What follows belongs to an exercise in optimizing a design on an open flow for small area and a short achievable clock period; a production flow would make more cautious choices. Function was checked by simulation only, so behaviour that the tests miss may differ from the original. Power figures rest on the tool's default switching activity, not on a simulated workload.

== wip/tundra ==
Design SAD_cal, start of the top module:
module SAD_cal(rstn,clk,din,refi,cal_en,sad,sad_val);
input rstn;
input clk;
input [1023:0] din;
input [1023:0] refi;
input cal_en;
output [15:0] sad;
output sad_val;
wire [7:0] e0;
wire C_0, Cb_0, G10_0, G20_0, G32_0, G40_0, G54_0, G60_0, G76_0, P32_0, P54_0, P76_0, g5p_0, g6p_0, nG10_0, nG30_0, nG50_0, nG64_0, nG74_0, nP64_0, nP74_0, ng0_0, ng1_0, ng2_0, ng3_0, ng4_0, ng5_0, ng6_0, ng7_0, p5_0, p6_0, t1_0, t2_0, t3_0, t4_0, t5_0, t6_0, t7_0, x0_0, x1_0, x2_0, x3_0, x4_0, x5_0, x6_0, x7_0;
SAD_nandn u_ng0_0 (din[0], refi[0], ng0_0);
SAD_xor u_x0_0 (din[0], refi[0], x0_0);
SAD_nandn u_ng1_0 (din[1], refi[1], ng1_0);
SAD_xor u_x1_0 (din[1], refi[1], x1_0);
SAD_nandn u_ng2_0 (din[2], refi[2], ng2_0);
SAD_xor u_x2_0 (din[2], refi[2], x2_0);
SAD_nandn u_ng3_0 (din[3], refi[3], ng3_0);
SAD_xor u_x3_0 (din[3], refi[3], x3_0);
SAD_nandn u_ng4_0 (din[4], refi[4], ng4_0);
SAD_xor u_x4_0 (din[4], refi[4], x4_0);
SAD_nandn u_ng5_0 (din[5], refi[5], ng5_0);
SAD_xor u_x5_0 (din[5], refi[5], x5_0);
SAD_nandn u_ng6_0 (din[6], refi[6], ng6_0);
SAD_xor u_x6_0 (din[6], refi[6], x6_0);
SAD_nandn u_ng7_0 (din[7], refi[7], ng7_0);
SAD_xor u_x7_0 (din[7], refi[7], x7_0);
SAD_oai u_G10_0 (x1_0, ng0_0, ng1_0, G10_0);
SAD_oai u_G32_0 (x3_0, ng2_0, ng3_0, G32_0);
  ...
For scale: roughly 8900 cells after synthesis, roughly 680 flip-flops, roughly 2100 I/O pins.
export LEC_CHECK = 0
export CAP_MARGIN = 20
export CORE_AREA = 12 12 428 428
export DIE_AREA = 0 0 440 440
export PLACE_DENSITY = 0.65
export SETUP_SLACK_MARGIN = 1.0
export SLEW_MARGIN = 20
export SYNTH_HIERARCHICAL = 1
create_clock -name core_clock -period 4.0 [get_ports {clk}]
standard.sh (not shown) runs the stock make flow with config.mk's settings and CLKGATE_MAP_FILE= SYNTH_SCRIPT=/design/flow/synth_recipe.tcl, a recipe that flattens the netlist after the stock synthesis.
==> flow/flow/run.sh <==
#!/bin/bash
# The standard layout (standard.sh) with three changes to how the layout is made:
#  - plain buf_1 cells as the port buffers instead of the delay cells buffer_ports picks;
#  - I/O pins allowed on every routing track of the die's edge, so the die can be smaller;
#  - the clock pin placed first (io_pre.tcl) in a stretch of edge kept free of other pins,
#    because the clock net's wider-spacing routing rule clashes with pins one track away.
set -euo pipefail
export BUFFER_PORTS_ARGS="-buffer_cell sky130_fd_sc_hd__buf_1"
export PLACE_PINS_ARGS="-min_distance 1 -min_distance_in_tracks -exclude top:205-235"
export PRE_IO_PLACEMENT_TCL="$PWD/flow/io_pre.tcl"
export ROUTING_LAYER_ADJUSTMENT=0.10
bash standard.sh > standard.log 2>&1
==> flow/flow/io_pre.tcl <==
# Clock pin in the middle of the top edge; place_pins keeps other pins out of top:205-235.
place_pin -pin_name clk -layer met2 -location {220 440} -pin_size {0.14 0.97} -force_to_die_boundary
diff inputs: wip/tundra => wip/zinc
Settings: PLACE_DENSITY now 0.6, was 0.65; CORE_AREA now 12 12 468 468, was 12 12 428 428; DIE_AREA now 0 0 480 480, was 0 0 440 440.
diff --git a/flow/flow/run.sh b/flow/flow/run.sh
--- a/flow/flow/run.sh
+++ b/flow/flow/run.sh
@@ -7,5 +7,5 @@
 set -euo pipefail
 export BUFFER_PORTS_ARGS="-buffer_cell sky130_fd_sc_hd__buf_1"
-export PLACE_PINS_ARGS="-min_distance 1 -min_distance_in_tracks -exclude top:205-235"
+export PLACE_PINS_ARGS="-min_distance 1 -min_distance_in_tracks -exclude top:225-255"
 export PRE_IO_PLACEMENT_TCL="$PWD/flow/io_pre.tcl"
 export ROUTING_LAYER_ADJUSTMENT=0.10
==> flow/flow/io_pre.tcl <==
# Clock pin in the middle of the top edge; place_pins keeps other pins out of top:225-255.
place_pin -pin_name clk -layer met2 -location {240 480} -pin_size {0.14 0.97} -force_to_die_boundary
[summary]
Count of cells resized by post-cts repair (lower): wip/tundra
Floorplan check, wip/zinc vs wip/tundra: die outline larger in wip/zinc
Delta (wip/zinc minus wip/tundra): post-route minimum period decreased by 0.013 ns relative to the old numbers; clock network fraction of total power decreased by 0.2 points relative to the old numbers; aggregate routed wire length increased by about 7% relative to the old numbers.
The lower length of routed met2 wiring came out of wip/tundra.
## Diff of input files: wip/maple against wip/zinc
Settings: changing PLACE_DENSITY from 0.6 to 0.75.
--- outcome ---
- Delta(area added between synthesis and finish, wip/maple - wip/zinc) < 0
- wip/maple | stages: all done | timing, DRC, antenna: all pass
- wip/zinc -> wip/maple: post-synthesis share of cell area spent on xor and xnor gates delta 0, exact match
- Proportion of final cell area spent on non-clock buffers delta (wip/zinc -> wip/maple): insignificant
- The lower total stage count of the critical path of wip/maple and wip/zinc is in wip/zinc.
- Global routing met2 resource utilization in wip/maple is 5.2 points lower than in wip/zinc
- The run with more setup slack is wip/maple; wip/zinc has less.
- Against wip/zinc, wip/maple reports a final critical delay including setup and external delays that is lower.
- | design area | wip/zinc vs wip/maple | ≈ equal |

-- what the ideal ports hide --
The results above use ideal ports. As a check the final layouts listed here were re-extracted and re-timed, cells and wires unchanged. Step 1 assumes that a clkbuf_16 drives the clock port and a buf_2 every other input. Step 2 also shifts input and output timing later by t, the mid clock arrival at the registers, as if the neighbouring blocks saw the same clock. Slacks: ideal ports / drivers / drivers and shift; pairs: ideal ports / drivers.
run	shift t [ns]	setup slack, ns	hold slack, ns	slew at the worst register clock pin (ns)
wip/tundra	0.752	0.996 / 0.874 / 0.122	0.244 / 0.211 / 0.315	0.08 / 0.08
wip/zinc	0.772	1.008 / 0.920 / 0.147	0.204 / 0.195 / 0.333	0.07 / 0.07
wip/maple	0.748	1.060 / 1.009 / 0.261	0.206 / 0.216 / 0.326	0.07 / 0.07
After both steps every run listed still meets setup and hold. The setup slack of wip/tundra, which loses most, moves by -0.122 ns with the drivers and by -0.874 ns with both steps.
